This is an optimization exercise on Yosys and OpenROAD, whose aim is a short achievable clock period and few clock cycles, not a production implementation.
The RTL was checked by simulation tests, not by an equivalence proof against the original design.
Power is estimated from default activity; no workload was simulated.

## design/flow/config.mk

```make
export PLATFORM = sky130hd
export DESIGN_NAME = CPU
export DESIGN_NICKNAME = CPU
export VERILOG_FILES = /design/flow/design.v
export SDC_FILE = /design/flow/constraint.sdc
export NUM_CORES = 4
export LEC_CHECK = 0
export CAP_MARGIN = 20
export CORE_MARGIN = 2
export CORE_UTILIZATION = 40
export SLEW_MARGIN = 20
```

## design/flow/constraint.sdc

```tcl
create_clock -name core_clock -period 10.0 [get_ports {clk}]
set_input_delay 2.0000 -clock core_clock [delete_from_list [all_inputs] [get_ports {clk}]]
set_output_delay 2.0000 -clock core_clock [all_outputs]
set_load 0.01 [all_outputs]
```

## design/flow/design.v

```verilog
`timescale 1ns / 1ps
module CPU#(parameter ADDR_BITS=12)(clk, rst, go, rom_data_out, ram_data_out, rom_addr, ram_addr,
            ram_data_in, ram_rw, led_data_in, halt);
    input clk, rst, go;
    input [31:0]rom_data_out;
    input [31:0]ram_data_out;
    output [9:0]rom_addr;
    output [ADDR_BITS-3:0]ram_addr;
    output [31:0]ram_data_in;
    output [31:0]led_data_in;
    output ram_rw;
    output halt;
    reg         e_valid;
    reg  [31:0] e_A, e_B, e_B2;
    reg  [4:0]  e_shamt, e_rd;
    reg         e_wr;
    reg         s_add, s_sub, s_and, s_or, s_nor, s_slt, s_sltu, s_sll, s_srl, s_sra, s_link, s_lw;
    reg         e_sw, e_br, e_bne, e_pt, e_jr, e_sys;
    reg  [31:0] e_jrp, e_link;
    reg  [19:0] e_hi;              
    reg  [1:0]  e_b10;
    reg  [10:0] e_alo;             
    reg  [5:0]  e_adhi;            
    reg  [9:0]  e_maddr;
    reg         e_rw;
    wire        redirect;
    wire [31:0] redir_tgt;
    wire        d_redir;           
    wire        d_taken;
    wire [10:0] d_rlo;             
    wire        stall;
    wire [31:0] e_res;
    reg  [9:0]  pc_lo;
    reg         f_abs;
    reg  [19:0] f_hi;
    reg  [1:0]  f_b10;
    reg  [5:0]  f_dhi;
    reg         f_c;
    reg  [31:0] ras;
    assign rom_addr = pc_lo;
    wire [31:0] fi = rom_data_out;
    wire [5:0]  f_op = fi[31:26];
    wire        f_isj  = (f_op == 6'd2) | (f_op == 6'd3);
    wire        f_isbr = (f_op == 6'd4) | (f_op == 6'd5);
    wire        f_isjr = (f_op == 6'd0) & (fi[5:0] == 6'd8);
    wire        f_same = (fi[25:21] == fi[20:16]);
    wire        f_pt   = f_isbr & (f_same ? ~fi[26] : (fi[15] | fi[26]));
    wire [10:0] f_seq  = {1'b0, pc_lo} + 11'd1;
    wire [10:0] f_bt   = {1'b0, pc_lo} + {1'b0, fi[9:0]} + 11'd1;
    always @(posedge clk or posedge rst) begin
        if (rst) begin
            pc_lo <= 10'd0; f_abs <= 1'b1; f_hi <= 20'd0; f_b10 <= 2'd0; f_dhi <= 6'd0; f_c <= 1'b0;
        end else if (redirect) begin
            pc_lo <= redir_tgt[11:2]; f_abs <= 1'b1; f_hi <= redir_tgt[31:12]; f_b10 <= redir_tgt[1:0];
        end else if (d_redir) begin
            pc_lo <= d_rlo[9:0]; f_abs <= 1'b0; f_dhi <= d_taken ? d_ir[15:10] : 6'd0; f_c <= d_rlo[10];
        end else if (!stall) begin
            if (f_isj) begin
                pc_lo <= fi[9:0]; f_abs <= 1'b1; f_hi <= {4'b0000, fi[25:10]}; f_b10 <= 2'd0;
            end else if (f_isjr) begin
                pc_lo <= ras[11:2]; f_abs <= 1'b1; f_hi <= ras[31:12]; f_b10 <= ras[1:0];
            end else if (f_pt) begin
                pc_lo <= f_bt[9:0]; f_abs <= 1'b0; f_dhi <= fi[15:10]; f_c <= f_bt[10];
            end else begin
                pc_lo <= f_seq[9:0]; f_abs <= 1'b0; f_dhi <= 6'd0; f_c <= f_seq[10];
            end
        end
    end
    reg         d_valid;
    reg  [31:0] d_ir;
    reg  [9:0]  d_lo;
    reg         d_abs;
    reg  [19:0] d_hiabs;
    reg  [1:0]  d_b10abs;
    reg  [5:0]  d_dhi;
    reg         d_c;
    reg         d_pt;
    reg  [31:0] d_jrp;
    always @(posedge clk) begin
        if (rst | redirect | d_redir) d_valid <= 1'b0;
        else if (!stall) d_valid <= 1'b1;
        if (!stall) begin
            d_ir <= fi; d_lo <= pc_lo; d_abs <= f_abs; d_hiabs <= f_hi; d_b10abs <= f_b10;
            d_dhi <= f_dhi; d_c <= f_c; d_pt <= f_pt; d_jrp <= ras;
        end
    end
    reg  [19:0] last_hi;
    reg  [1:0]  last_b10;
    wire [19:0] d_hi  = d_abs ? d_hiabs : (last_hi + {{14{d_dhi[5]}}, d_dhi} + {19'd0, d_c});
    wire [1:0]  d_b10 = d_abs ? d_b10abs : last_b10;
    wire [31:0] d_pc  = {d_hi, d_lo, d_b10};
    wire [31:0] d_pc4 = d_pc + 32'd4;
    wire [5:0] op = d_ir[31:26];
    wire [5:0] fn = d_ir[5:0];
    wire [4:0] rd = d_ir[15:11];
    wire [15:0] imm = d_ir[15:0];
    wire rtype = (op == 6'd0);
    wire i_sll  = rtype & (fn == 6'd0);
    wire i_srl  = rtype & (fn == 6'd2);
    wire i_sra  = rtype & (fn == 6'd3);
    wire i_jr   = rtype & (fn == 6'd8);
    wire i_sys  = rtype & (fn == 6'd12);
    wire i_add  = rtype & ((fn == 6'd32) | (fn == 6'd33));
    wire i_sub  = rtype & (fn == 6'd34);
    wire i_and  = rtype & (fn == 6'd36);
    wire i_or   = rtype & (fn == 6'd37);
    wire i_nor  = rtype & (fn == 6'd39);
    wire i_slt  = rtype & (fn == 6'd42);
    wire i_sltu = rtype & (fn == 6'd43);
    wire i_jal  = (op == 6'd3);
    wire i_beq  = (op == 6'd4);
    wire i_bne  = (op == 6'd5);
    wire i_addi = (op == 6'd8);
    wire i_addiu= (op == 6'd9);
    wire i_slti = (op == 6'd10);
    wire i_andi = (op == 6'd12);
    wire i_ori  = (op == 6'd13);
    wire i_lw   = (op == 6'd35);
    wire i_sw   = (op == 6'd43);
    wire [4:0] rs = i_sys ? 5'd2 : d_ir[25:21];
    wire [4:0] rt = i_sys ? 5'd4 : d_ir[20:16];
    wire r_alu  = i_sll | i_srl | i_sra | i_add | i_sub | i_and | i_or | i_nor | i_slt | i_sltu;
    wire i_alu  = i_addi | i_addiu | i_slti | i_andi | i_ori | i_lw;
    wire [4:0] dst = i_jal ? 5'd31 : (r_alu ? rd : d_ir[20:16]);
    wire wr = (r_alu | i_alu | i_jal) & (dst != 5'd0);
    wire use_imm = i_addi | i_addiu | i_slti | i_andi | i_ori | i_lw | i_sw;
    wire sext = i_addi | i_slti | i_lw | i_sw;
    wire [31:0] immv = {{16{sext & imm[15]}}, imm};
    wire [31:0] zk = {e_A[30:0] | e_B2[30:0], 1'b0};
    wire        sum0 = ((e_A ^ e_B2) == zk);
    wire        d_fast = d_valid & (i_beq | i_bne) & e_valid & e_wr & s_add &
                         (((e_rd == rs) & (rt == 5'd0)) | ((e_rd == rt) & (rs == 5'd0)));
    assign d_taken = sum0 ^ i_bne;
    assign d_redir = d_fast & (d_taken ^ d_pt) & ~redirect;
    wire [10:0] d_seq = {1'b0, d_lo} + 11'd1;
    wire [10:0] d_tk  = {1'b0, d_lo} + {1'b0, imm[9:0]} + 11'd1;
    assign d_rlo = d_taken ? d_tk : d_seq;
    reg  [31:0] rf [1:31];
    reg         w_wr;
    reg  [4:0]  w_rd;
    reg  [31:0] w_res;
    always @(posedge clk) begin
        if (w_wr) rf[w_rd] <= w_res;
    end
    wire [31:0] rf_s = (rs == 5'd0) ? 32'd0 : ((w_wr & (w_rd == rs)) ? w_res : rf[rs]);
    wire [31:0] rf_t = (rt == 5'd0) ? 32'd0 : ((w_wr & (w_rd == rt)) ? w_res : rf[rt]);
    wire e_w   = e_valid & e_wr;
    wire byp_s = e_w & (e_rd == rs);
    wire byp_t = e_w & (e_rd == rt);
    wire [31:0] sum, diff, oth;
    wire        lt, ltu;
    wire e_cadd = s_add, e_csub = s_sub, e_cslt = s_slt | s_sltu;
    wire e_coth = ~(s_add | s_sub);
    wire a_add = byp_s & e_cadd, a_sub = byp_s & e_csub, a_oth = byp_s & e_coth, a_rf = ~byp_s;
    wire bt    = byp_t & ~use_imm;
    wire b_add = byp_t & e_cadd, b_sub = byp_t & e_csub, b_oth = byp_t & e_coth, b_rf = ~byp_t;
    wire c_add = bt & e_cadd, c_sub = bt & e_csub, c_oth = bt & e_coth, c_rf = ~bt & ~use_imm;
    wire [31:0] rs_v = ({32{a_add}} & sum) | ({32{a_sub}} & diff) | ({32{a_oth}} & oth) | ({32{a_rf}} & rf_s);
    wire [31:0] rt_v = ({32{b_add}} & sum) | ({32{b_sub}} & diff) | ({32{b_oth}} & oth) | ({32{b_rf}} & rf_t);
    wire [31:0] b2_v = ({32{c_add}} & sum) | ({32{c_sub}} & diff) | ({32{c_oth}} & oth) | ({32{c_rf}} & rf_t) |
                       ({32{use_imm}} & immv);
    wire [11:0] ad_rf  = rf_s[11:0] + imm[11:0];
    wire [11:0] ad_oth = oth[11:0] + imm[11:0];
    wire [11:0] ad_i1  = imm[11:0] + 12'd1;
    wire [11:0] ad_slt = ((s_slt ? lt : ltu) ? ad_i1 : imm[11:0]);
    wire [11:0] cs_s   = e_A[11:0] ^ e_B2[11:0] ^ imm[11:0];
    wire [11:0] cs_c   = (e_A[11:0] & e_B2[11:0]) | (e_A[11:0] & imm[11:0]) | (e_B2[11:0] & imm[11:0]);
    wire [11:0] ad_add = cs_s + {cs_c[10:0], 1'b0};
    wire [11:0] nb     = ~e_B2[11:0];
    wire [11:0] cd_s   = e_A[11:0] ^ nb ^ imm[11:0];
    wire [11:0] cd_c   = (e_A[11:0] & nb) | (e_A[11:0] & imm[11:0]) | (nb & imm[11:0]);
    wire [11:0] ad_sub = cd_s + {cd_c[10:0], 1'b1};
    wire [11:0] d_maddr = ({12{~byp_s}} & ad_rf) | ({12{byp_s & e_cadd}} & ad_add) |
                          ({12{byp_s & e_csub}} & ad_sub) | ({12{byp_s & e_cslt}} & ad_slt) |
                          ({12{byp_s & e_coth & ~e_cslt}} & ad_oth);
    always @(posedge clk) begin
        if (!stall & d_valid) begin
            last_hi <= d_hi; last_b10 <= d_b10;
        end
        if (!stall & d_valid & i_jal) ras <= d_pc4;
    end
    always @(posedge clk) begin
        if (rst | redirect) begin e_valid <= 1'b0; e_rw <= 1'b0; end
        else if (!stall) begin e_valid <= d_valid; e_rw <= d_valid & i_sw; end
        e_A <= rs_v; e_B <= rt_v; e_B2 <= b2_v;
        e_shamt <= d_ir[10:6]; e_rd <= dst;
        e_maddr <= d_maddr[11:2];
        s_add <= i_add | i_addi | i_addiu; s_sub <= i_sub; s_and <= i_and | i_andi;
        s_or <= i_or | i_ori; s_nor <= i_nor; s_slt <= i_slt | i_slti; s_sltu <= i_sltu;
        s_sll <= i_sll; s_srl <= i_srl; s_sra <= i_sra; s_link <= i_jal; s_lw <= i_lw;
        e_link <= d_pc4;
        if (!stall) begin
            e_wr <= wr;
            e_sw <= i_sw; e_br <= i_beq | i_bne; e_bne <= i_bne; e_pt <= d_fast ? d_taken : d_pt;
            e_jr <= i_jr; e_sys <= i_sys;
            e_hi <= d_hi; e_b10 <= d_b10;
            e_alo <= d_pt ? d_seq : d_tk; e_adhi <= d_pt ? 6'd0 : d_ir[15:10];
            e_jrp <= d_jrp;
        end
    end
    wire        c_sum, c_diff;
    Add32 u_sum (.a(e_A), .b(e_B2), .ci(1'b0), .s(sum), .co(c_sum));
    Add32 u_diff(.a(e_A), .b(~e_B2), .ci(1'b1), .s(diff), .co(c_diff));
    assign ltu = ~c_diff;
    assign lt  = (e_A[31] ^ e_B2[31]) ? e_A[31] : diff[31];
    wire [31:0] shl  = e_B2 << e_shamt;
    wire [31:0] shr  = e_B2 >> e_shamt;
    wire [31:0] sar  = $signed(e_B2) >>> e_shamt;
    assign oth = ({32{s_and}} & (e_A & e_B2)) |
                 ({32{s_or}} & (e_A | e_B2)) | ({32{s_nor}} & ~(e_A | e_B2)) |
                 ({32{s_slt}} & {31'd0, lt}) | ({32{s_sltu}} & {31'd0, ltu}) |
                 ({32{s_sll}} & shl) | ({32{s_srl}} & shr) | ({32{s_sra}} & sar) |
                 ({32{s_link}} & e_link) | ({32{s_lw}} & ram_data_out);
    assign e_res = ({32{s_add}} & sum) | ({32{s_sub}} & diff) | oth;
    always @(posedge clk) begin
        w_wr <= ~rst & e_w;
        w_rd <= e_rd;
        w_res <= e_res;
    end
    assign ram_addr    = e_maddr;
    assign ram_data_in = e_B;
    assign ram_rw      = e_rw;
    wire eq    = (e_A == e_B);
    wire taken = eq ^ e_bne;
    assign redirect  = e_valid & ((e_br & (taken ^ e_pt)) | (e_jr & (e_A != e_jrp)));
    wire [19:0] alt_hi = e_hi + {{14{e_adhi[5]}}, e_adhi} + {19'd0, e_alo[10]};
    assign redir_tgt = e_jr ? e_A : {alt_hi, e_alo[9:0], e_b10};
    wire is34  = (e_A == 32'd34);
    wire pause = e_valid & e_sys & ~is34;
    reg  h_halt, h_rel;
    assign stall = h_halt | (pause & ~h_rel);
    assign halt  = h_halt;
    always @(posedge clk) begin
        if (rst) begin h_halt <= 1'b0; h_rel <= 1'b0; end
        else if (h_halt) begin if (go) begin h_halt <= 1'b0; h_rel <= 1'b1; end end
        else if (h_rel) h_rel <= 1'b0;
        else if (pause) h_halt <= 1'b1;
    end
    reg [31:0] led;
    always @(posedge clk or posedge rst) begin
        if (rst) led <= 32'd0;
        else if (e_valid & e_sys & is34 & ~h_halt & ~h_rel) led <= e_B;
    end
    assign led_data_in = led;
endmodule
module Add32(input [31:0] a, input [31:0] b, input ci, output [31:0] s, output co);
    wire [31:0] p0 = a ^ b;
    wire [31:0] g0 = (a & b);
    wire [31:0] gi = {g0[31:1], g0[0] | (p0[0] & ci)};
    wire [31:0] g1, p1, g2, p2, g3, p3, g4, p4, g5, p5;
    genvar i;
    generate
        for (i = 0; i < 32; i = i + 1) begin : lv
            if (i >= 1)  begin assign g1[i] = gi[i] | (p0[i] & gi[i-1]);  assign p1[i] = p0[i] & p0[i-1]; end
            else         begin assign g1[i] = gi[i];                       assign p1[i] = p0[i]; end
            if (i >= 2)  begin assign g2[i] = g1[i] | (p1[i] & g1[i-2]);  assign p2[i] = p1[i] & p1[i-2]; end
            else         begin assign g2[i] = g1[i];                       assign p2[i] = p1[i]; end
            if (i >= 4)  begin assign g3[i] = g2[i] | (p2[i] & g2[i-4]);  assign p3[i] = p2[i] & p2[i-4]; end
            else         begin assign g3[i] = g2[i];                       assign p3[i] = p2[i]; end
            if (i >= 8)  begin assign g4[i] = g3[i] | (p3[i] & g3[i-8]);  assign p4[i] = p3[i] & p3[i-8]; end
            else         begin assign g4[i] = g3[i];                       assign p4[i] = p3[i]; end
            if (i >= 16) begin assign g5[i] = g4[i] | (p4[i] & g4[i-16]); assign p5[i] = p4[i] & p4[i-16]; end
            else         begin assign g5[i] = g4[i];                       assign p5[i] = p4[i]; end
        end
    endgenerate
    assign s  = p0 ^ {g5[30:0], ci};
    assign co = g5[31];
endmodule
```

## design/flow/flow/run.sh

```bash
#!/bin/bash
# Own flow: the standard layout (standard synthesis included), with the
# setup repair asked to leave a larger slack margin at the design's own clock
# period and constraints, so that repair_timing keeps working below 5 ns.
set -euo pipefail
export SETUP_SLACK_MARGIN=6.8
bash standard.sh > standard_flow.log 2>&1
```

## design/flow/standard.sh

```bash
#!/bin/bash
# synth_recipe.tcl (not shown) runs the flow's synth.tcl, then flattens the netlist and writes it again
# the make line also repeats each setting of config.mk as NAME=value (left out here)
make -C /OpenROAD-flow-scripts/flow DESIGN_CONFIG=/design/flow/config.mk WORK_HOME=/design/flow/orfs CLKGATE_MAP_FILE= SYNTH_SCRIPT=/design/flow/synth_recipe.tcl "${@:-finish}"
```

==> run notes, run 1 <==
- Tot GR Track Use: 0.377
- First-pass GRT wire length: 559,000 um
- CP most frequent cell: a31oi_4
- H-tree Lvls: 4
- Setup crit start kind: flop
- I/O pin cnt: 153
- Yosys warning count: 1
- Asr flop ratio synth: 0.0479
- Hold slack: 0.399 ns
- Max_cap viols: 0
- Clk sinks: 1,503
- Worst-margin pin slew: 1.18 ns
- Highest routed layer: met5
- Grt ovf: 0
- Number of synthesized flops with an enable pin: 1,228
- Initial antenna violation count: 21
- Die width: 458 um
- Mean area per synthesized cell: 10.7 um2
- Worst Min Path Start: d_jrp[5]
- Slew Limit Fails: 0
- WL met2: 173,000 um
- Clock Latency Late Sink: 0.87 ns
- Clk buf depth: 3
- # DRC: 0
- Final min period: 4.83 ns
- Delay-heaviest family, CP: compound AO/OA/AOI/OAI gates
- Final Wtd Congestion: 1.08
- Largest net degree at the start of global routing: 75
- CP startpoint: d_ir[24]
- Setup CP Type: reg -> reg
- Clk slew on worst S/H paths: 0.06 ns
- Die area: 210,000 um2
- Max incr delay on CP: 0.86 ns
- Synth cell types: 101
- Clk_skew: 0.0688 ns
- Status: finished clean
- Pre-CTS WS: 4.13 ns
- Die Y: 458 um
- Final Worst Setup Slack: 5.17 ns
- Row Count: 166
- Worst path bufs/invs: 2
- Clk Tree Root Cell: clkbuf_16
- Worst r2r src: d_ir[24]
- Final Hold Fails: 0
- Post-DP HPWL: 228,000 um
- Sequential area share after synthesis: 0.518
- Core Area: 205,000 um2
- Critical path data arrival time: 5.55 ns
- CP max stage cell: edfxtp_1
- Synth Register Bits: 1,503
- CTS tree: built
- Max FO, Critical Path: 71
- Met1 WL: 139,000 um
- Antenna-violating nets left: 0
- Setup TNS: 0 ns
- Main synth FF type: edfxtp_1
- CP Cell Sequence: inv_1, a41oi_4, buf_12, a31oi_4, a211oi_2, ha_2, o21a_1, o21ai_1, nand2b_1, and2_4, a31oi_4, o21bai_1, xor2_1, a211o_1
- Syn Nets: 8,012
- DR WL met3: 65,700 um
- Relative slew slack: 0.212
- Drt initial violations: 14,500
- Cell Pwr Density: 182 nW/um2
- Static leakage: 0.0403 uW
- Syn Inst Count: 7,720
- Overall routed net length: 420,000 um
- Maximum vdd drop: 0.202 mV
- DR pass1 iterations: 13
- RSZ-0062 raised after global routing: yes
- Period utilization: 0.483
- Cell area after synthesis: 82,500 um2
- Via density: 6.96
- Endpoints failing setup: 0
- Share of cells above drive strength 1: 0.278
- Number of port buffers: 152
- Drt wl/cell: 37.7 um
- Initial Util: 0.403
- Nature of the critical path endpoint: flop
- Required @ worst endpoint: 10.72 ns
- Vias in the first global route: 71,400
- Peak Freq: 207 MHz
- HP Class: reg -> reg
- Final #Nets: 8,606
- Vias: 77,500
- Area grow syn2layout: 30.5%
- TritonCTS buffer count: 166
power breakdown:
part,internal [uW],switching (uW),total (uW)
Sequential,7160,473,7630
Combinational,2200,3280,5480
Clock,3700,2740,6440
worst paths after layout:
path                               to  slack [ns]  cells past startpoint
min in group asynchronous     led[11]        1.68                      2
setup reg to reg           e_maddr[6]        5.17                     14
hold reg to reg              e_jrp[5]        0.40                      0
hold / removal               e_jrp[5]        0.40                      0
max in group asynchronous    pc_lo[5]        7.61                      4
setup / recovery           e_maddr[6]        5.17                     14
layout by cell type (no fill, tap or decap), types with 61 or more instances in the layout:
cell / n
mux2_2: 79
o21ai_1: 63
o211ai_1: 87
nor2_1: 347
and3_1: 117
o21ai_0: 156
inv_1: 166
dfxtp_4: 81
clkbuf_16: 194
nand2_1: 1102
edfxtp_1: 1228
nand3_1: 277
buf_12: 90
nor3_1: 120
xor2_1: 84
buf_4: 495
buf_16: 78
a211oi_1: 150
xnor2_1: 159
a21oi_2: 63
a21oi_1: 362
a221oi_1: 111
mux4_2: 66
mux2i_1: 285
ha_1: 146
dfrtp_1: 61
buf_6: 170
dfxtp_1: 90
repair_timing:
action,CTS,global route
buffers inserted,344,186
pin swaps,254,311
resized for setup,1446,512
gates cloned,94,26
setup endpoints to repair,625,506
hold buffers,0,0
through the flow:
step,total power [uW],area [um2],cells,util
after floorplan,10100,83800,7720,-
after global placement,11700,87900,10200,0.429
after detailed placement,11700,87900,10200,0.429
after CTS,18900,103000,10900,0.503
after global routing,19900,108000,11100,0.526
final,19500,108000,11100,0.526
routing by layer:
layer | up-vias | track usage
met4 | 22 | 0.308
met3 | 1941 | 0.137
met2 | 7116 | 0.536
li1 | 30700 | -
met5 | - | 0
met1 | 37700 | 0.456
Yosys cell counts (all sizes together) (54+ instances only):
cell | number | area share
edfxtp | 1228 | 0.45
nand2 | 1142 | 0.052
a21oi | 437 | 0.027
nor2 | 408 | 0.019
clkbuf | 366 | 0.017
nand3 | 304 | 0.019
mux2i | 289 | 0.035
o21ai | 261 | 0.016
inv | 216 | 0.0098
buf | 211 | 0.012
a211oi | 210 | 0.019
dfxtp | 203 | 0.049
ha | 193 | 0.029
xnor2 | 179 | 0.019
a221oi | 172 | 0.018
nor3 | 164 | 0.010
and3 | 124 | 0.0094
mux2 | 108 | 0.015
a311oi | 93 | 0.0099
xor2 | 90 | 0.0096
o211ai | 87 | 0.0079
nor4 | 72 | 0.0055
dfrtp | 71 | 0.022
mux4 | 66 | 0.018
a222oi | 55 | 0.0067
a31oi | 54 | 0.0041
worst register-to-register path, delay by kind of cell (launching register included):
kind	cells	cell delay [ns]
AO/OA/AOI/OAI	8	2.09
buffers and inverters	2	0.97
flip-flops	1	0.86
adder cells (fa/ha/maj)	1	0.34
AND/OR/NAND/NOR	2	0.27
XOR/XNOR	1	0.17
registers in the layout, summed over array words and instances (netlist names), 32 cells and up:
name    count
rf        992
w_res      32
led        32
e_B        32
d_jrp      32
e_link     32
d_ir       32
ras        32
e_jrp      32
e_A        32
e_B2       32
cells by family (layout without fill, tap and decap cells):
| kind of cell | after synthesis | after routing | synth area share |
|---|---|---|---|
| AND/OR/NAND/NOR | 2489 | 2494 | 0.136 |
| buffers and inverters | 796 | 1521 | 0.0391 |
| AO/OA/AOI/OAI | 1974 | 1976 | 0.172 |
| other | 0 | 4 | 0 |
| XOR/XNOR | 270 | 270 | 0.0288 |
| multiplexers | 463 | 463 | 0.0683 |
| flip-flops | 1503 | 1503 | 0.518 |
| adder cells (fa/ha/maj) | 225 | 225 | 0.0370 |
cell type report:
type	instances	area, um2
clock inverter	81	1030
inverter	219	963
timing repair inverter	5	48.8
fill	17100	97100
clock buffer	225	4540
multi-input combinational	5428	42400
sequential	1503	43100
tap	2688	3360
timing repair buffer	991	12200
antenna	4	10.0
Testbench counts, summed over its fixed seeds: cycles 72,601.
==> inputs of run 2 (changes only) <==
--- a/design/flow/design.v
+++ b/design/flow/design.v
@@ -12,5 +12,5 @@
     output halt;
     reg         e_valid;
-    reg  [31:0] e_A, e_B, e_B2;
+    reg  [31:0] e_A, e_B, e_B2, e_Ax, e_B2x;
     reg  [4:0]  e_shamt, e_rd;
     reg         e_wr;
@@ -47,4 +47,26 @@
     wire        f_pt   = f_isbr & (f_same ? ~fi[26] : (fi[15] | fi[26]));
     wire [10:0] f_seq  = {1'b0, pc_lo} + 11'd1;
+    wire        d_wrn;             
+    wire [4:0]  d_dst;
+    wire        e_w;
+    wire        f_sys  = (f_op == 6'd0) & (fi[5:0] == 6'd12);
+    wire [4:0]  f_rs   = f_sys ? 5'd2 : fi[25:21];
+    wire [4:0]  f_rt   = f_sys ? 5'd4 : fi[20:16];
+    wire        f_eS   = d_wrn & (d_dst == f_rs);
+    wire        f_eT   = d_wrn & (d_dst == f_rt);
+    wire        f_wS   = e_w & (e_rd == f_rs) & ~f_eS;
+    wire        f_wT   = e_w & (e_rd == f_rt) & ~f_eT;
+    wire [31:0] f_oS, f_oT;
+    genvar gk;
+    generate
+        for (gk = 0; gk < 32; gk = gk + 1) begin : sel
+            if (gk == 0) begin
+                assign f_oS[gk] = 1'b0; assign f_oT[gk] = 1'b0;
+            end else begin
+                assign f_oS[gk] = (f_rs == gk) & ~f_eS & ~f_wS;
+                assign f_oT[gk] = (f_rt == gk) & ~f_eT & ~f_wT;
+            end
+        end
+    endgenerate
     wire [10:0] f_bt   = {1'b0, pc_lo} + {1'b0, fi[9:0]} + 11'd1;
     always @(posedge clk or posedge rst) begin
@@ -77,4 +99,6 @@
     reg         d_pt;
     reg  [31:0] d_jrp;
+    reg         d_eS, d_eT, d_wS, d_wT, d_rs0, d_rt0;
+    reg  [31:0] d_oS, d_oT;
     always @(posedge clk) begin
         if (rst | redirect | d_redir) d_valid <= 1'b0;
@@ -83,4 +107,6 @@
             d_ir <= fi; d_lo <= pc_lo; d_abs <= f_abs; d_hiabs <= f_hi; d_b10abs <= f_b10;
             d_dhi <= f_dhi; d_c <= f_c; d_pt <= f_pt; d_jrp <= ras;
+            d_eS <= f_eS; d_eT <= f_eT; d_wS <= f_wS; d_wT <= f_wT; d_oS <= f_oS; d_oT <= f_oT;
+            d_rs0 <= (f_rs == 5'd0); d_rt0 <= (f_rt == 5'd0);
         end
     end
@@ -118,17 +144,17 @@
     wire i_lw   = (op == 6'd35);
     wire i_sw   = (op == 6'd43);
-    wire [4:0] rs = i_sys ? 5'd2 : d_ir[25:21];
-    wire [4:0] rt = i_sys ? 5'd4 : d_ir[20:16];
     wire r_alu  = i_sll | i_srl | i_sra | i_add | i_sub | i_and | i_or | i_nor | i_slt | i_sltu;
     wire i_alu  = i_addi | i_addiu | i_slti | i_andi | i_ori | i_lw;
     wire [4:0] dst = i_jal ? 5'd31 : (r_alu ? rd : d_ir[20:16]);
     wire wr = (r_alu | i_alu | i_jal) & (dst != 5'd0);
+    assign d_wrn = d_valid & wr;
+    assign d_dst = dst;
     wire use_imm = i_addi | i_addiu | i_slti | i_andi | i_ori | i_lw | i_sw;
     wire sext = i_addi | i_slti | i_lw | i_sw;
     wire [31:0] immv = {{16{sext & imm[15]}}, imm};
-    wire [31:0] zk = {e_A[30:0] | e_B2[30:0], 1'b0};
-    wire        sum0 = ((e_A ^ e_B2) == zk);
+    wire [31:0] zk = {e_Ax[30:0] | e_B2x[30:0], 1'b0};
+    wire        sum0 = ((e_Ax ^ e_B2x) == zk);
     wire        d_fast = d_valid & (i_beq | i_bne) & e_valid & e_wr & s_add &
-                         (((e_rd == rs) & (rt == 5'd0)) | ((e_rd == rt) & (rs == 5'd0)));
+                         ((d_eS & d_rt0) | (d_eT & d_rs0));
     assign d_taken = sum0 ^ i_bne;
     assign d_redir = d_fast & (d_taken ^ d_pt) & ~redirect;
@@ -137,16 +163,25 @@
     assign d_rlo = d_taken ? d_tk : d_seq;
     reg  [31:0] rf [1:31];
-    reg         w_wr;
-    reg  [4:0]  w_rd;
+    reg  [31:0] w_oh;              
     reg  [31:0] w_res;
-    always @(posedge clk) begin
-        if (w_wr) rf[w_rd] <= w_res;
-    end
-    wire [31:0] rf_s = (rs == 5'd0) ? 32'd0 : ((w_wr & (w_rd == rs)) ? w_res : rf[rs]);
-    wire [31:0] rf_t = (rt == 5'd0) ? 32'd0 : ((w_wr & (w_rd == rt)) ? w_res : rf[rt]);
-    wire e_w   = e_valid & e_wr;
-    wire byp_s = e_w & (e_rd == rs);
-    wire byp_t = e_w & (e_rd == rt);
+    integer k;
+    always @(posedge clk) begin
+        for (k = 1; k < 32; k = k + 1)
+            if (w_oh[k]) rf[k] <= w_res;
+    end
+    reg  [31:0] rf_s, rf_t;
+    always @(*) begin
+        rf_s = {32{d_wS}} & w_res;
+        rf_t = {32{d_wT}} & w_res;
+        for (k = 1; k < 32; k = k + 1) begin
+            rf_s = rf_s | ({32{d_oS[k]}} & rf[k]);
+            rf_t = rf_t | ({32{d_oT[k]}} & rf[k]);
+        end
+    end
+    assign e_w = e_valid & e_wr;
+    wire byp_s = d_eS;
+    wire byp_t = d_eT;
     wire [31:0] sum, diff, oth;
+    wire [11:0] oth12;             
     wire        lt, ltu;
     wire e_cadd = s_add, e_csub = s_sub, e_cslt = s_slt | s_sltu;
@@ -161,5 +196,5 @@
                        ({32{use_imm}} & immv);
     wire [11:0] ad_rf  = rf_s[11:0] + imm[11:0];
-    wire [11:0] ad_oth = oth[11:0] + imm[11:0];
+    wire [11:0] ad_oth = oth12 + imm[11:0];
     wire [11:0] ad_i1  = imm[11:0] + 12'd1;
     wire [11:0] ad_slt = ((s_slt ? lt : ltu) ? ad_i1 : imm[11:0]);
@@ -191,5 +226,5 @@
         e_link <= d_pc4;
         if (!stall) begin
-            e_wr <= wr;
+            e_wr <= wr; e_Ax <= rs_v; e_B2x <= b2_v;
             e_sw <= i_sw; e_br <= i_beq | i_bne; e_bne <= i_bne; e_pt <= d_fast ? d_taken : d_pt;
             e_jr <= i_jr; e_sys <= i_sys;
@@ -199,32 +234,33 @@
         end
     end
-    wire        c_sum, c_diff;
-    Add32 u_sum (.a(e_A), .b(e_B2), .ci(1'b0), .s(sum), .co(c_sum));
-    Add32 u_diff(.a(e_A), .b(~e_B2), .ci(1'b1), .s(diff), .co(c_diff));
-    assign ltu = ~c_diff;
-    assign lt  = (e_A[31] ^ e_B2[31]) ? e_A[31] : diff[31];
-    wire [31:0] shl  = e_B2 << e_shamt;
-    wire [31:0] shr  = e_B2 >> e_shamt;
-    wire [31:0] sar  = $signed(e_B2) >>> e_shamt;
-    assign oth = ({32{s_and}} & (e_A & e_B2)) |
-                 ({32{s_or}} & (e_A | e_B2)) | ({32{s_nor}} & ~(e_A | e_B2)) |
-                 ({32{s_slt}} & {31'd0, lt}) | ({32{s_sltu}} & {31'd0, ltu}) |
+    assign sum  = e_A + e_B2;
+    assign diff = e_A - e_B2;
+    assign ltu  = e_Ax < e_B2x;
+    assign lt   = $signed(e_Ax) < $signed(e_B2x);
+    wire [31:0] shl  = e_B2x << e_shamt;
+    wire [31:0] shr  = e_B2x >> e_shamt;
+    wire [31:0] sar  = $signed(e_B2x) >>> e_shamt;
+    wire [31:0] oth0 = ({32{s_and}} & (e_Ax & e_B2x)) |
+                 ({32{s_or}} & (e_Ax | e_B2x)) | ({32{s_nor}} & ~(e_Ax | e_B2x)) |
                  ({32{s_sll}} & shl) | ({32{s_srl}} & shr) | ({32{s_sra}} & sar) |
                  ({32{s_link}} & e_link) | ({32{s_lw}} & ram_data_out);
+    assign oth12 = oth0[11:0];
+    assign oth = oth0 | ({32{s_slt}} & {31'd0, lt}) | ({32{s_sltu}} & {31'd0, ltu});
     assign e_res = ({32{s_add}} & sum) | ({32{s_sub}} & diff) | oth;
-    always @(posedge clk) begin
-        w_wr <= ~rst & e_w;
-        w_rd <= e_rd;
-        w_res <= e_res;
+    integer j;
+    always @(posedge clk) begin
+        if (rst) w_oh <= 32'd0;
+        else if (!stall) for (j = 0; j < 32; j = j + 1) w_oh[j] <= e_w & (e_rd == j) & (j != 0);
+        if (!stall) w_res <= e_res;
     end
     assign ram_addr    = e_maddr;
     assign ram_data_in = e_B;
     assign ram_rw      = e_rw;
-    wire eq    = (e_A == e_B);
+    wire eq    = (e_Ax == e_B);
     wire taken = eq ^ e_bne;
-    assign redirect  = e_valid & ((e_br & (taken ^ e_pt)) | (e_jr & (e_A != e_jrp)));
+    assign redirect  = e_valid & ((e_br & (taken ^ e_pt)) | (e_jr & (e_Ax != e_jrp)));
     wire [19:0] alt_hi = e_hi + {{14{e_adhi[5]}}, e_adhi} + {19'd0, e_alo[10]};
-    assign redir_tgt = e_jr ? e_A : {alt_hi, e_alo[9:0], e_b10};
-    wire is34  = (e_A == 32'd34);
+    assign redir_tgt = e_jr ? e_Ax : {alt_hi, e_alo[9:0], e_b10};
+    wire is34  = (e_Ax == 32'd34);
     wire pause = e_valid & e_sys & ~is34;
     reg  h_halt, h_rel;
==> run notes, run 2 <==
- CTS tree: built (unchanged)
- Final Util: 0.510 (was 0.526)
- Clk buf depth: 3 (unchanged)
- Main synth FF type: edfxtp_1 (unchanged)
- RSZ-0062 raised after global routing: yes (unchanged)
- Reg2reg end: e_maddr[7] (was e_maddr[6])
- First-pass GRT wire length: 543,000 um (was 559,000 um)
- Max reg flops: 992 (unchanged)
- # DRC: 0 (unchanged)
- Synth cell types: 107 (was 101)
- Cell Pwr Density: 199 nW/um2 (was 182 nW/um2)
- Simple-gate portion of the synthesized area: 0.0864 (was 0.136)
- Final #Nets: 7,604 (was 8,606)
- Max incr delay on CP: 1.00 ns (was 0.86 ns)
- Max FO, Critical Path: 14 (was 71)
- Final Worst Setup Slack: 6.10 ns (was 5.17 ns)
- Pre-CTS WS: 3.64 ns (was 4.13 ns)
- Largest family of logic cells by synthesized area: compound AO/OA/AOI/OAI gates (unchanged)
- Delay-heaviest family, CP: compound AO/OA/AOI/OAI gates (unchanged)
- Asr flop ratio synth: 0.0435 (was 0.0479)
- Drt initial violations: 14,100 (was 14,500)
- Relative slew slack: 0.163 (was 0.212)
- Max_cap viols: 0 (unchanged)
- Peak Freq: 256 MHz (was 207 MHz)
- Critical path data arrival time: 4.66 ns (was 5.55 ns)
- Number of synthesized flops with an enable pin: 1,387 (was 1,228)
- Overall routed net length: 402,000 um (was 420,000 um)
- Vias: 71,800 (was 77,500)
- Sequential area share after synthesis: 0.579 (was 0.518)
- Most frequent cells after synthesis: edfxtp_1 (1,387), a22oi_1 (402), nand2_1 (319) (was edfxtp_1 (1,228), nand2_1 (1,142), a21oi_1 (437))
- Most common cell after layout, fill and taps aside: edfxtp_1 (unchanged)
- Worst r2r src: s_sra (was d_ir[24])
- Post-DP HPWL: 234,000 um (was 228,000 um)
- CP most frequent cell: a21oi_2 (was a31oi_4)
- Synth Register Bits: 1,655 (was 1,503)
- Initial Util: 0.404 (was 0.403)
- Syn Inst Count: 6,551 (was 7,720)
- Adder-Cell Fraction of Synth Area: 0.0466 (was 0.0370)
- Multiplexer area fraction after synthesis: 0.0435 (was 0.0683)
- Worst-margin pin slew: 1.26 ns (was 1.18 ns)
- Mean area per synthesized cell: 12.5 um2 (was 10.7 um2)
- DR pass1 iterations: 14 (was 13)
- Period utilization: 0.390 (was 0.483)
- CP Cell Sequence: or2_2, a21oi_2, a21oi_2, a221o_1, ha_4, a21o_1, a21oi_2, o31ai_4, buf_12, a31oi_4, xnor2_1, a221o_1 (was inv_1, a41oi_4, buf_12, a31oi_4, a211oi_2, ha_2, o21a_1, o21ai_1, nand2b_1, and2_4, a31oi_4, o21bai_1, xor2_1, a211o_1)
- Synth top area share: 0.509 (was 0.447)
- Clk_skew: 0.111 ns (was 0.0688 ns)
- Number of port buffers: 152 (unchanged)
- Die area: 208,000 um2 (was 210,000 um2)
- I/O pin cnt: 153 (unchanged)
- Vias in the first global route: 67,900 (was 71,400)
- Clock Latency Late Sink: 0.91 ns (was 0.87 ns)
- Clk Tree Root Cell: clkbuf_16 (unchanged)
- CP max stage cell: dfxtp_1 (was edfxtp_1)
- Commonest cells after routing, fill and taps aside: edfxtp_1 (1,387), buf_4 (572), a22oi_1 (394) (was edfxtp_1 (1,228), nand2_1 (1,102), buf_4 (495))
- Largest reg by FF count: rf (unchanged)
- Hold-fix buffers at CTS: 0 (unchanged)
- Final min period: 3.90 ns (was 4.83 ns)
- Die width: 456 um (was 458 um)
- Static leakage: 0.0380 uW (was 0.0403 uW)
- Top post-synthesis cells by area: edfxtp_1 (51%), dfxtp_1 (4.8%), ha_1 (3.9%) (was edfxtp_1 (45%), nand2_1 (5.2%), dfxtp_1 (4.9%))
- Hold slack: 0.413 ns (was 0.399 ns)
- Worst R2R Setup Slack: 6.10 ns (was 5.17 ns)
- Xor-xnor portion of the synthesized cell area: 0.0298 (was 0.0288)
- Via density: 7.12 (was 6.96)
- Maximum vdd drop: 0.156 mV (was 0.202 mV)
- Area grow syn2layout: 26.3% (was 30.5%)
- Share of cells above drive strength 1: 0.282 (was 0.278)
- Grt ovf: 0 (unchanged)
- Largest net degree at the start of global routing: 92 (was 75)
- TritonCTS buffer count: 176 (was 166)
- R2R cell count: 12 (was 14)
- Fillers: 17,100 (about the same)
- Antenna-violating nets left: 0 (unchanged)
- Clk slew on worst S/H paths: 0.07 ns (was 0.06 ns)
- Hold Crit Endpoint: e_jrp[31] (was e_jrp[5])
- Count leader, synth: edfxtp_1 (unchanged)
- Worst hold stages: 0 (unchanged)
- Required @ worst endpoint: 10.77 ns (was 10.72 ns)
- Setup CP Type: reg -> reg (unchanged)
- Slew Limit Fails: 0 (unchanged)
- Worst path bufs/invs: 1 (was 2)
- Endpoints failing setup: 0 (unchanged)
- Clk sinks: 1,655 (was 1,503)
- HP Class: reg -> reg (unchanged)
- Compound-Gate Fraction of Synth Area: 0.182 (was 0.172)
- Overall Power: 20,600 uW (was 19,500 uW)
- Syn Nets: 6,904 (was 8,012)
- Yosys warning count: 2 (was 1)
- Setup TNS: 0 ns (unchanged)
- Initial antenna violation count: 15 (was 21)
- Synth area leader: edfxtp_1 (unchanged)
- Drt wl/cell: 39.9 um (was 37.7 um)
- Status: finished clean (unchanged)
- Tot GR Track Use: 0.371 (was 0.377)
- Core Area: 203,000 um2 (was 205,000 um2)
- Setup crit start kind: flop (unchanged)
- H-tree Lvls: 4 (unchanged)
- Final Hold Fails: 0 (unchanged)
- Cell area after synthesis: 81,800 um2 (was 82,500 um2)
- Die Y: 456 um (was 458 um)
- Worst Min Path Start: d_jrp[31] (was d_jrp[5])
- Final Wtd Congestion: 1.01 (was 1.08)
- Row Count: 165 (was 166)
- Nature of the critical path endpoint: flop (unchanged)
-- run 2: changes by cell type after synthesis, sizes merged, moves of 134 or more --
cell | previous run | this run
a22o | 48 | 291
edfxtp | 1228 | 1387
a211oi | 210 | 52
a21oi | 437 | 303
a22oi | 27 | 402
mux2i | 289 | 114
nand2 | 1142 | 319
nand3 | 304 | 164
-- run 2: cell type report --
class | instances | area [um2] | share of cell area
Sequential cell | 1655 | 47600 | 0.461
Antenna cell | 8 | 20.0 | 0.000194
Timing Repair inverter | 3 | 25.0 | 0.000242
Clock inverter | 107 | 1400 | 0.0136
Tap cell | 2672 | 3340 | 0.0323
Timing Repair Buffer | 911 | 8540 | 0.0826
Clock buffer | 222 | 4820 | 0.0467
Multi-Input combinational cell | 4231 | 36400 | 0.353
Inverter | 273 | 1110 | 0.0108
-- run 2: worst max path at each step --
| stage | slack, ns | start | to | cells after the start |
|---|---|---|---|---|
| 6_report | 6.10 | s_sra | e_maddr[7] | 12 |
| 3_5_place_dp | 3.64 | rom_data_out[0] | d_oT[28] | 10 |
| 4_1_cts | 6.20 | ram_data_out[3] | e_maddr[7] | 14 |
| 2_1_floorplan | 5.78 | ram_data_out[4] | e_maddr[7] | 12 |
| 5_1_grt | 6.00 | e_B2x[27] | e_maddr[9] | 17 |
| 3_3_place_gp | 3.70 | rom_data_out[0] | d_oT[20] | 10 |
-- run 2: logic make-up (layout without fill, tap and decap cells) --
kind of cell	Yosys count	count (layout)
XOR/XNOR	278	278
multiplexers	257	257
buffers and inverters	675	1516
other	0	8
AND/OR/NAND/NOR	1415	1422
flip-flops	1655	1655
adder cells (fa/ha/maj)	286	286
AO/OA/AOI/OAI	1985	1988
-- run 2: through the flow --
| stage | instances | area [um2] |
|---|---|---|
| floorplan | 6551 | 82500 |
| finish | 10100 | 103000 |
| detailed placement | 9200 | 87300 |
| global placement | 9200 | 87300 |
| CTS | 9946 | 101000 |
| global route | 10100 | 103000 |
-- run 2: report_power, final --
group | leakage, uW | switching [uW] | internal [uW]
logic | 0.0190 | 2990 | 2190
registers | 0.0160 | 438 | 7910
clock network | 0.00298 | 3040 | 4010
total | 0.0380 | 6470 | 14100
-- run 2: timing repair --
action | CTS | global route
gates cloned | 23 | 2
endpoints found under the setup margin | 898 | 698
gates resized for setup | 1458 | 276
pin swaps | 308 | 185
setup buffers | 394 | 124
-- run 2: routing by layer --
metal	share of wire	track usage	up-vias
li1	-	-	27600
met1	0.33	0.439	35000
met2	0.42	0.547	6970
met3	0.16	0.154	2180
met4	0.093	0.255	28
met5	0.00066	0.00115	-
-- run 2: worst register-to-register path: cells and delay by family, from the launching register on --
kind | cells | cell delay, ns
adders and majority gates | 1 | 0.27
and+or+nand+nor | 1 | 0.55
buffers and inverters | 1 | 0.15
AOI/OAI and AO/OA | 8 | 1.76
xor gates and xnor gates | 1 | 0.09
DFF | 1 | 1.00
Testbench counts of run 2, summed over its fixed seeds: cycles 72,601.
==> inputs of run 3 (changes only) <==
--- a/design/flow/design.v
+++ b/design/flow/design.v
@@ -17,5 +17,9 @@
     reg         s_add, s_sub, s_and, s_or, s_nor, s_slt, s_sltu, s_sll, s_srl, s_sra, s_link, s_lw;
     reg         e_sw, e_br, e_bne, e_pt, e_jr, e_sys;
-    reg  [31:0] e_jrp, e_link;
+    reg  [31:0] e_jrp;
+    reg  [9:0]  e_llo;             
+    reg         e_lc;
+    wire [31:0] e_link;            
+    wire        e_jal;
     reg  [19:0] e_hi;              
     reg  [1:0]  e_b10;
@@ -27,4 +31,7 @@
     wire [31:0] redir_tgt;
     wire        d_redir;           
+    wire        replay;            
+    wire [19:0] d_hi;
+    wire [1:0]  d_b10;
     wire        d_taken;
     wire [10:0] d_rlo;             
@@ -39,4 +46,5 @@
     reg  [31:0] ras;
     assign rom_addr = pc_lo;
+    wire [31:0] ras_f = e_jal ? e_link : ras;
     wire [31:0] fi = rom_data_out;
     wire [5:0]  f_op = fi[31:26];
@@ -75,4 +83,6 @@
         end else if (redirect) begin
             pc_lo <= redir_tgt[11:2]; f_abs <= 1'b1; f_hi <= redir_tgt[31:12]; f_b10 <= redir_tgt[1:0];
+        end else if (replay) begin
+            pc_lo <= d_lo; f_abs <= 1'b1; f_hi <= d_hi; f_b10 <= d_b10;
         end else if (d_redir) begin
             pc_lo <= d_rlo[9:0]; f_abs <= 1'b0; f_dhi <= d_taken ? d_ir[15:10] : 6'd0; f_c <= d_rlo[10];
@@ -81,5 +91,5 @@
                 pc_lo <= fi[9:0]; f_abs <= 1'b1; f_hi <= {4'b0000, fi[25:10]}; f_b10 <= 2'd0;
             end else if (f_isjr) begin
-                pc_lo <= ras[11:2]; f_abs <= 1'b1; f_hi <= ras[31:12]; f_b10 <= ras[1:0];
+                pc_lo <= ras_f[11:2]; f_abs <= 1'b1; f_hi <= ras_f[31:12]; f_b10 <= ras_f[1:0];
             end else if (f_pt) begin
                 pc_lo <= f_bt[9:0]; f_abs <= 1'b0; f_dhi <= fi[15:10]; f_c <= f_bt[10];
@@ -102,9 +112,9 @@
     reg  [31:0] d_oS, d_oT;
     always @(posedge clk) begin
-        if (rst | redirect | d_redir) d_valid <= 1'b0;
+        if (rst | redirect | d_redir | replay) d_valid <= 1'b0;
         else if (!stall) d_valid <= 1'b1;
         if (!stall) begin
             d_ir <= fi; d_lo <= pc_lo; d_abs <= f_abs; d_hiabs <= f_hi; d_b10abs <= f_b10;
-            d_dhi <= f_dhi; d_c <= f_c; d_pt <= f_pt; d_jrp <= ras;
+            d_dhi <= f_dhi; d_c <= f_c; d_pt <= f_pt; d_jrp <= ras_f;
             d_eS <= f_eS; d_eT <= f_eT; d_wS <= f_wS; d_wT <= f_wT; d_oS <= f_oS; d_oT <= f_oT;
             d_rs0 <= (f_rs == 5'd0); d_rt0 <= (f_rt == 5'd0);
@@ -113,8 +123,8 @@
     reg  [19:0] last_hi;
     reg  [1:0]  last_b10;
-    wire [19:0] d_hi  = d_abs ? d_hiabs : (last_hi + {{14{d_dhi[5]}}, d_dhi} + {19'd0, d_c});
-    wire [1:0]  d_b10 = d_abs ? d_b10abs : last_b10;
+    assign      d_hi  = d_abs ? d_hiabs : (last_hi + {{14{d_dhi[5]}}, d_dhi} + {19'd0, d_c});
+    assign      d_b10 = d_abs ? d_b10abs : last_b10;
     wire [31:0] d_pc  = {d_hi, d_lo, d_b10};
-    wire [31:0] d_pc4 = d_pc + 32'd4;
+    wire [10:0] d_seq = {1'b0, d_lo} + 11'd1;
     wire [5:0] op = d_ir[31:26];
     wire [5:0] fn = d_ir[5:0];
@@ -159,5 +169,4 @@
     assign d_taken = sum0 ^ i_bne;
     assign d_redir = d_fast & (d_taken ^ d_pt) & ~redirect;
-    wire [10:0] d_seq = {1'b0, d_lo} + 11'd1;
     wire [10:0] d_tk  = {1'b0, d_lo} + {1'b0, imm[9:0]} + 11'd1;
     assign d_rlo = d_taken ? d_tk : d_seq;
@@ -183,5 +192,5 @@
     wire byp_t = d_eT;
     wire [31:0] sum, diff, oth;
-    wire [11:0] oth12;             
+    wire [11:0] log12, sh12;       
     wire        lt, ltu;
     wire e_cadd = s_add, e_csub = s_sub, e_cslt = s_slt | s_sltu;
@@ -195,6 +204,9 @@
     wire [31:0] b2_v = ({32{c_add}} & sum) | ({32{c_sub}} & diff) | ({32{c_oth}} & oth) | ({32{c_rf}} & rf_t) |
                        ({32{use_imm}} & immv);
+    assign replay  = d_valid & (i_lw | i_sw) & byp_s & (s_sll | s_srl | s_sra) & ~redirect;
     wire [11:0] ad_rf  = rf_s[11:0] + imm[11:0];
-    wire [11:0] ad_oth = oth12 + imm[11:0];
+    wire [11:0] ad_log = log12 + imm[11:0];
+    wire [11:0] ad_lw  = ram_data_out[11:0] + imm[11:0];
+    wire [11:0] ad_lnk = {e_llo, e_b10} + imm[11:0];
     wire [11:0] ad_i1  = imm[11:0] + 12'd1;
     wire [11:0] ad_slt = ((s_slt ? lt : ltu) ? ad_i1 : imm[11:0]);
@@ -208,14 +220,15 @@
     wire [11:0] d_maddr = ({12{~byp_s}} & ad_rf) | ({12{byp_s & e_cadd}} & ad_add) |
                           ({12{byp_s & e_csub}} & ad_sub) | ({12{byp_s & e_cslt}} & ad_slt) |
-                          ({12{byp_s & e_coth & ~e_cslt}} & ad_oth);
+                          ({12{byp_s & (s_and | s_or | s_nor)}} & ad_log) |
+                          ({12{byp_s & s_lw}} & ad_lw) | ({12{byp_s & s_link}} & ad_lnk);
     always @(posedge clk) begin
         if (!stall & d_valid) begin
-            last_hi <= d_hi; last_b10 <= d_b10;
+            if (!replay) begin last_hi <= d_hi; last_b10 <= d_b10; end
         end
-        if (!stall & d_valid & i_jal) ras <= d_pc4;
+        if (!stall & e_jal) ras <= e_link;
     end
     always @(posedge clk) begin
         if (rst | redirect) begin e_valid <= 1'b0; e_rw <= 1'b0; end
-        else if (!stall) begin e_valid <= d_valid; e_rw <= d_valid & i_sw; end
+        else if (!stall) begin e_valid <= d_valid & ~replay; e_rw <= d_valid & i_sw & ~replay; end
         e_A <= rs_v; e_B <= rt_v; e_B2 <= b2_v;
         e_shamt <= d_ir[10:6]; e_rd <= dst;
@@ -224,5 +237,5 @@
         s_or <= i_or | i_ori; s_nor <= i_nor; s_slt <= i_slt | i_slti; s_sltu <= i_sltu;
         s_sll <= i_sll; s_srl <= i_srl; s_sra <= i_sra; s_link <= i_jal; s_lw <= i_lw;
-        e_link <= d_pc4;
+        e_llo <= d_seq[9:0]; e_lc <= d_seq[10];
         if (!stall) begin
             e_wr <= wr; e_Ax <= rs_v; e_B2x <= b2_v;
@@ -241,9 +254,13 @@
     wire [31:0] shr  = e_B2x >> e_shamt;
     wire [31:0] sar  = $signed(e_B2x) >>> e_shamt;
-    wire [31:0] oth0 = ({32{s_and}} & (e_Ax & e_B2x)) |
-                 ({32{s_or}} & (e_Ax | e_B2x)) | ({32{s_nor}} & ~(e_Ax | e_B2x)) |
-                 ({32{s_sll}} & shl) | ({32{s_srl}} & shr) | ({32{s_sra}} & sar) |
-                 ({32{s_link}} & e_link) | ({32{s_lw}} & ram_data_out);
-    assign oth12 = oth0[11:0];
+    wire [31:0] logr = ({32{s_and}} & (e_Ax & e_B2x)) |
+                 ({32{s_or}} & (e_Ax | e_B2x)) | ({32{s_nor}} & ~(e_Ax | e_B2x));
+    wire [31:0] shr_ = ({32{s_sll}} & shl) | ({32{s_srl}} & shr) | ({32{s_sra}} & sar);
+    assign log12 = logr[11:0];
+    assign sh12  = shr_[11:0];
+    wire [19:0] lhi = e_hi + {19'd0, e_lc};
+    assign e_link = {lhi, e_llo, e_b10};
+    assign e_jal  = e_valid & s_link;
+    wire [31:0] oth0 = logr | shr_ | ({32{s_link}} & e_link) | ({32{s_lw}} & ram_data_out);
     assign oth = oth0 | ({32{s_slt}} & {31'd0, lt}) | ({32{s_sltu}} & {31'd0, ltu});
     assign e_res = ({32{s_add}} & sum) | ({32{s_sub}} & diff) | oth;
==> run notes, run 3 <==
- Status: finished clean (unchanged)
- Hold-fix buffers at CTS: 0 (unchanged)
- Syn Nets: 7,145 (was 6,904)
- Clk_skew: 0.0806 ns (was 0.111 ns)
- Share of cells above drive strength 1: 0.296 (was 0.282)
- Required @ worst endpoint: 10.72 ns (was 10.77 ns)
- Post-DP HPWL: 240,000 um (was 234,000 um)
- # DRC: 0 (unchanged)
- Max reg flops: 992 (unchanged)
- Number of synthesized flops with an enable pin: 1,387 (unchanged)
- Setup crit start kind: flop (unchanged)
- Clk sinks: 1,634 (was 1,655)
- Asr flop ratio synth: 0.0441 (was 0.0435)
- Via density: 7.18 (was 7.12)
- Number of port buffers: 152 (unchanged)
- Initial Util: 0.401 (was 0.404)
- TritonCTS buffer count: 170 (was 176)
- Final Wtd Congestion: 0.984 (was 1.01)
- Setup CP Type: reg -> reg (unchanged)
- Die area: 211,000 um2 (was 208,000 um2)
- Mean area per synthesized cell: 12.2 um2 (was 12.5 um2)
- Static leakage: 0.0383 uW (was 0.0380 uW)
- Syn Inst Count: 6,770 (was 6,551)
- Worst-margin pin slew: 1.18 ns (was 1.26 ns)
- Initial antenna violation count: 23 (was 15)
- Count leader, synth: edfxtp_1 (unchanged)
- Final min period: 3.91 ns (was 3.90 ns)
- HP Class: reg -> reg (unchanged)
- Most frequent cells after synthesis: edfxtp_1 (1,387), a22oi_1 (457), a21oi_1 (333), nor2_1 (333), clkbuf_1 (322) (was edfxtp_1 (1,387), a22oi_1 (402), nand2_1 (319))
- Clock Latency Late Sink: 0.88 ns (was 0.91 ns)
- Commonest cells after routing, fill and taps aside: edfxtp_1 (1,387), buf_4 (555), a22oi_1 (429) (was edfxtp_1 (1,387), buf_4 (572), a22oi_1 (394))
- Most common cell after layout, fill and taps aside: edfxtp_1 (unchanged)
- Vias in the first global route: 68,400 (was 67,900)
- CTS tree: built (unchanged)
- Top post-synthesis cells by area: edfxtp_1 (50%), dfxtp_1 (4.2%), ha_1 (4.2%) (was edfxtp_1 (51%), dfxtp_1 (4.8%), ha_1 (3.9%))
- Slew Limit Fails: 0 (unchanged)
- Synth area leader: edfxtp_1 (unchanged)
- Largest reg by FF count: rf (unchanged)
- Clk Tree Root Cell: clkbuf_16 (unchanged)
- Cell Pwr Density: 194 nW/um2 (was 199 nW/um2)
- Sequential area share after synthesis: 0.567 (was 0.579)
- Setup TNS: 0 ns (unchanged)
- Nature of the critical path endpoint: flop (unchanged)
- Final Util: 0.511 (was 0.510)
- Core Area: 206,000 um2 (was 203,000 um2)
- Maximum vdd drop: 0.210 mV (was 0.156 mV)
- Critical path data arrival time: 4.63 ns (was 4.66 ns)
- Peak Freq: 256 MHz (about the same)
- Die width: 459 um (was 456 um)
- Drt wl/cell: 39.6 um (was 39.9 um)
- H-tree Lvls: 4 (unchanged)
- Clk slew on worst S/H paths: 0.07 ns (about the same)
- Largest net degree at the start of global routing: 83 (was 92)
- Final Hold Fails: 0 (unchanged)
- Die Y: 459 um (was 456 um)
- Synth cell types: 99 (was 107)
- Clk buf depth: 3 (unchanged)
- I/O pin cnt: 153 (unchanged)
- Relative slew slack: 0.211 (was 0.163)
- DR pass1 iterations: 12 (was 14)
- Max_cap viols: 0 (unchanged)
- Yosys warning count: 2 (unchanged)
- Cell area after synthesis: 82,800 um2 (was 81,800 um2)
- Row Count: 167 (was 165)
- Final #Nets: 7,848 (was 7,604)
- Tot GR Track Use: 0.371 (about the same)
- First-pass GRT wire length: 548,000 um (was 543,000 um)
- Overall routed net length: 409,000 um (was 402,000 um)
- Period utilization: 0.391 (was 0.390)
- RSZ-0062 raised after global routing: yes (unchanged)
- Endpoints failing setup: 0 (unchanged)
- Main synth FF type: edfxtp_1 (unchanged)
- Synth Register Bits: 1,634 (was 1,655)
- Vias: 74,200 (was 71,800)
- Drt initial violations: 14,300 (was 14,100)
- Antenna-violating nets left: 0 (unchanged)
- Max FO, Critical Path: 19 (was 14)
- Grt ovf: 0 (unchanged)
- Synth top area share: 0.503 (was 0.509)
- Area grow syn2layout: 27.4% (was 26.3%)
run 3: cell types whose count changed after synthesis, sizes merged, moves of 32 or more:
cell / delta
mux2i: -40
a22oi: +55
o21ai: +39
nor4: +56
inv: -32
nor3: -34
run 3: final cells by class:
type                    instances  area, um2
clock buffers                 204       4430
clock inverters               112       1330
diodes                          9       22.5
multi-input cells            4488      38900
repair inverters                4       31.3
inverters                     240        991
fillers                     17400     101000
flip-flops and latches       1634      47200
well taps                    2704       3380
repair buffers                935       9240
run 3: cells by family after synthesis:
family | count (synthesis) | synth area share
and+or+nand+nor | 1536 | 0.0937
xor gates and xnor gates | 289 | 0.0306
adders and majority gates | 308 | 0.0493
AOI/OAI and AO/OA | 2089 | 0.185
buffers and inverters | 664 | 0.0312
DFF | 1634 | 0.567
muxes | 250 | 0.0431
run 3: stage by stage:
stage	power [uW]	hold WS (ns)	setup WS (ns)	instance area (um2)	std cells
2_1_floorplan	10900	0.400	6.04	83200	6770
3_5_place_dp	12500	0.406	4.56	88300	9449
4_1_cts	19800	0.419	6.18	101000	10100
3_3_place_gp	12500	0.401	4.58	88200	9447
6_report	20500	0.419	6.09	106000	10300
5_1_grt	21000	0.421	6.04	106000	10300
run 3: repair_timing:
action / in CTS / in global routing
setup endpoints to repair: 836 / 611
gates resized for setup: 1516 / 586
setup buffers: 343 / 168
gates cloned: 39 / 5
pin swaps: 280 / 279
run 3: per-layer routing:
metal / share of wire / track usage / vias to the layer above
li1: - / - / 28500
met1: 0.33 / 0.442 / 36200
met2: 0.42 / 0.552 / 7321
met3: 0.16 / 0.147 / 2165
met4: 0.089 / 0.247 / 26
met5: 0.00098 / 0.00528 / -
run 3: worst paths after layout:
| path | start | end | slack (ns) | cells past startpoint |
|---|---|---|---|---|
| max in group asynchronous | rst | led[2] | 7.14 | 4 |
| setup / recovery | d_oS[24] | e_maddr[9] | 6.09 | 13 |
| setup reg to reg | d_oS[24] | e_maddr[9] | 6.09 | 13 |
| hold / removal | d_jrp[29] | e_jrp[29] | 0.42 | 0 |
| min in group asynchronous | rst | pc_lo[3] | 1.83 | 3 |
| hold reg to reg | d_jrp[29] | e_jrp[29] | 0.42 | 0 |
run 3: worst max-delay path: stages (launching register included):
cell and delay [ns]:
edfxtp_1 0.36, buf_4 0.30, buf_6 0.34, a22oi_1 0.26
nand4_1 0.13, or4_4 0.62, ha_1 0.39, nand2_1 0.11
o31ai_4 0.35, a21oi_2 0.14, buf_4 0.16, a311oi_2 0.19
o2111a_1 0.24, o211ai_1 0.16
run 3: report_power, final:
| group | internal [uW] | total [uW] | switching [uW] |
|---|---|---|---|
| Clock | 3660 | 6630 | 2960 |
| Combinational | 2360 | 5570 | 3210 |
| Sequential | 7820 | 8280 | 457 |
Testbench counts of run 3, summed over its fixed seeds: cycles 72,897.
==> inputs of run 4 (changes only) <==
--- a/design/flow/design.v
+++ b/design/flow/design.v
@@ -66,4 +66,5 @@
     wire        f_wT   = e_w & (e_rd == f_rt) & ~f_eT;
     wire [31:0] f_oS, f_oT;
+    wire [11:0] f_rf12;            
     genvar gk;
     generate
@@ -111,4 +112,5 @@
     reg         d_eS, d_eT, d_wS, d_wT, d_rs0, d_rt0;
     reg  [31:0] d_oS, d_oT;
+    reg  [11:0] d_rf12;
     always @(posedge clk) begin
         if (rst | redirect | d_redir | replay) d_valid <= 1'b0;
@@ -118,4 +120,5 @@
             d_dhi <= f_dhi; d_c <= f_c; d_pt <= f_pt; d_jrp <= ras_f;
             d_eS <= f_eS; d_eT <= f_eT; d_wS <= f_wS; d_wT <= f_wT; d_oS <= f_oS; d_oT <= f_oT;
+            d_rf12 <= f_rf12;
             d_rs0 <= (f_rs == 5'd0); d_rt0 <= (f_rt == 5'd0);
         end
@@ -205,5 +208,13 @@
                        ({32{use_imm}} & immv);
     assign replay  = d_valid & (i_lw | i_sw) & byp_s & (s_sll | s_srl | s_sra) & ~redirect;
-    wire [11:0] ad_rf  = rf_s[11:0] + imm[11:0];
+    reg  [11:0] f_rd12;
+    integer ka;
+    always @(*) begin
+        f_rd12 = 12'd0;
+        for (ka = 1; ka < 32; ka = ka + 1)
+            f_rd12 = f_rd12 | ({12{fi[25:21] == ka}} & (w_oh[ka] ? w_res[11:0] : rf[ka][11:0]));
+    end
+    assign f_rf12 = f_rd12;
+    wire [11:0] ad_rf  = (d_wS ? w_res[11:0] : d_rf12) + imm[11:0];
     wire [11:0] ad_log = log12 + imm[11:0];
     wire [11:0] ad_lw  = ram_data_out[11:0] + imm[11:0];
==> run notes, run 4 <==
- Row Count: 173 (was 167)
- Clk sinks: 1,646 (was 1,634)
- Clk_skew: 0.0604 ns (was 0.0806 ns)
- Synth area leader: edfxtp_1 (unchanged)
- CP startpoint: rom_data_out[31] (was d_oS[24])
- Largest reg by FF count: rf (unchanged)
- Nature of the critical path endpoint: flop (unchanged)
- Final Worst Setup Slack: 6.32 ns (was 6.09 ns)
- Final min period: 3.68 ns (was 3.91 ns)
- Yosys warning count: 2 (unchanged)
- Relative slew slack: 0.146 (was 0.211)
- Die area: 227,000 um2 (was 211,000 um2)
- Cell area after synthesis: 89,200 um2 (was 82,800 um2)
- Cell Pwr Density: 186 nW/um2 (was 194 nW/um2)
- CTS tree: built (unchanged)
- Post-DP HPWL: 279,000 um (was 240,000 um)
- Status: finished clean (unchanged)
- Overall routed net length: 474,000 um (was 409,000 um)
- Drt initial violations: 17,100 (was 14,300)
- Drt wl/cell: 41.9 um (was 39.6 um)
- Max reg flops: 992 (unchanged)
- Antenna-violating nets left: 0 (unchanged)
- Fillers: 18,900 (was 17,400)
- Largest net degree at the start of global routing: 72 (was 83)
- FF/Latch Area: 47,600 um2 (was 47,200 um2)
- Most common cell after layout, fill and taps aside: edfxtp_1 (unchanged)
- H-tree Lvls: 4 (unchanged)
- Vias in the first global route: 76,600 (was 68,400)
- Max_cap viols: 0 (unchanged)
- Syn Inst Count: 7,557 (was 6,770)
- Setup TNS: 0 ns (unchanged)
- RSZ-0062 raised after global routing: yes (unchanged)
- I/O pin cnt: 153 (unchanged)
- Count leader, synth: edfxtp_1 (unchanged)
- Initial antenna violation count: 23 (unchanged)
- Final #Nets: 8,532 (was 7,848)
- Required @ worst endpoint: 10.58 ns (was 10.72 ns)
- Static leakage: 0.0400 uW (was 0.0383 uW)
- Initial Util: 0.402 (was 0.401)
- Slew Limit Fails: 0 (unchanged)
- Number of port buffers: 152 (unchanged)
- Final Wtd Congestion: 1.04 (was 0.984)
- R2R cell count: 15 (was 13)
- Maximum vdd drop: 0.153 mV (was 0.210 mV)
- Worst r2r src: e_B2x[31] (was d_oS[24])
- Worst-margin pin slew: 1.27 ns (was 1.18 ns)
- Core Area: 222,000 um2 (was 206,000 um2)
- Clk slew on worst S/H paths: 0.06 ns (was 0.07 ns)
- Period utilization: 0.368 (was 0.391)
- Final Hold Fails: 0 (unchanged)
- Die width: 476 um (was 459 um)
- Syn Nets: 7,932 (was 7,145)
- Mean area per synthesized cell: 11.8 um2 (was 12.2 um2)
- Clk buf depth: 3 (unchanged)
- TritonCTS buffer count: 174 (was 170)
- Share of cells above drive strength 1: 0.283 (was 0.296)
- Grt ovf: 0 (unchanged)
- Most frequent cells after synthesis: edfxtp_1 (1,399), clkbuf_1 (441), mux2i_1 (435) (was edfxtp_1 (1,387), a22oi_1 (457), a21oi_1 (333), nor2_1 (333), clkbuf_1 (322))
- Asr flop ratio synth: 0.0437 (was 0.0441)
- Peak Freq: 272 MHz (was 256 MHz)
- Vias: 83,800 (was 74,200)
- Synth Register Bits: 1,646 (was 1,634)
- Critical path data arrival time: 4.26 ns (was 4.63 ns)
- Via density: 7.40 (was 7.18)
- Worst hold stages: 0 (unchanged)
- Die Y: 476 um (was 459 um)
- Main synth FF type: edfxtp_1 (unchanged)
- Setup crit start kind: primary input (was flop)
- Clk Tree Root Cell: clkbuf_16 (unchanged)
- HP Class: reg -> reg (unchanged)
- # DRC: 0 (unchanged)
## run 4: final cells by class
type,count,share of cell area
diodes,36,0.000802
clock buffers,223,0.0419
clock inverters,101,0.0101
inverters,266,0.00975
multi-input cells,5089,0.394
flip-flops and latches,1646,0.424
well taps,2975,0.0331
repair buffers,975,0.0860
repair inverters,5,0.000367
## run 4: cell families after synthesis
family                     share of synthesized area
adders and majority gates                     0.0458
buffers and inverters                         0.0364
xor gates and xnor gates                      0.0302
muxes                                         0.0788
AOI/OAI and AO/OA                              0.185
and+or+nand+nor                               0.0927
DFF                                            0.531
## run 4: final timing paths
path	end	slack [ns]
setup / recovery	d_oS[11]	6.32
hold / removal	e_jrp[10]	0.42
setup reg to reg	e_maddr[5]	6.39
hold reg to reg	e_jrp[10]	0.42
max in group asynchronous	led[23]	7.25
min in group asynchronous	pc_lo[3]	1.94
## run 4: what timing repair did
item / 4_1_cts / 5_1_grt
endpoints found under the setup margin: 855 / 599
resized for setup: 1435 / 561
pin swaps: 255 / 288
setup buffers: 379 / 163
gates cloned: 35 / 7
## run 4: layer usage
layer,vias to the layer above,track usage,wire length (um)
met3,3000,0.185,76700
met2,8791,0.573,193000
li1,31300,-,-
met4,29,0.317,50100
met5,-,0.00810,423
met1,40600,0.462,154000
## run 4: per-stage QoR
step | total power, uW | cell area, um2 | util | hold WS (ns) | std cells
finish | 20900 | 112000 | 0.506 | 0.416 | 11300
global route | 21300 | 112000 | 0.506 | 0.420 | 11300
CTS | 20000 | 108000 | 0.488 | 0.415 | 11100
detailed placement | 12500 | 94800 | 0.427 | 0.405 | 10400
global placement | 12500 | 94800 | 0.427 | 0.401 | 10400
floorplan | 10900 | 90300 | - | 0.400 | 7557
## run 4: worst max-delay path: stages
cell     delay [ns]
buf_8          0.10
nor4_4         0.32
nand4_1        0.19
buf_4          0.19
nor2_4         0.16
buf_6          0.13
buf_6          0.10
o21ai_2        0.05
o21ai_1        0.11
nand4_1        0.14
buf_6          0.16
buf_12         0.12
or3b_4         0.30
buf_12         0.15
nor2_2         0.03
## run 4: power breakdown
| group | total [uW] | internal, uW | switching [uW] |
|---|---|---|---|
| Combinational | 5830 | 2460 | 3370 |
| Clock | 6740 | 3680 | 3060 |
| Sequential | 8290 | 7860 | 424 |
Testbench counts of run 4, summed over its fixed seeds: cycles 72,897.

-- afterwards: timing with drivers on the ports --
No port has a modelled driver above. Below, the same layouts with a new extraction and two added sets of constraints. Step 1, drivers: a clkbuf_16 drives clk and a buf_2 each remaining input, both assumed. Step 2 adds t to the input delays and takes it off the output delays; t is the mean of the earliest and latest rising clock arrival at the registers after step 1. Input paths then give back, and output paths get back, about the clock's delay inside the block. a / b / c = no drivers / after step 1 / after step 2; a / b = the first two.
run | t, ns | slack for setup (ns) | worst setup path at the end | worst register clock-pin slew, ns | cell pins on the clock port's net
run 1 | 0.921 | 5.171 / 5.171 / 4.347 | input to register | 0.08 / 0.08 | 1
run 2 | 0.943 | 6.101 / 6.101 / 5.261 | input to register | 0.07 / 0.07 | 1
run 3 | 0.932 | 6.090 / 6.090 / 5.439 | input to register | 0.08 / 0.08 | 1
run 4 | 0.963 | 6.321 / 6.376 / 5.414 | input to register | 0.07 / 0.07 | 1
After both steps every run listed still meets setup and hold. For run 4, which loses most, drivers alone change the setup slack by +0.055 ns; drivers and shift together by -0.907 ns.
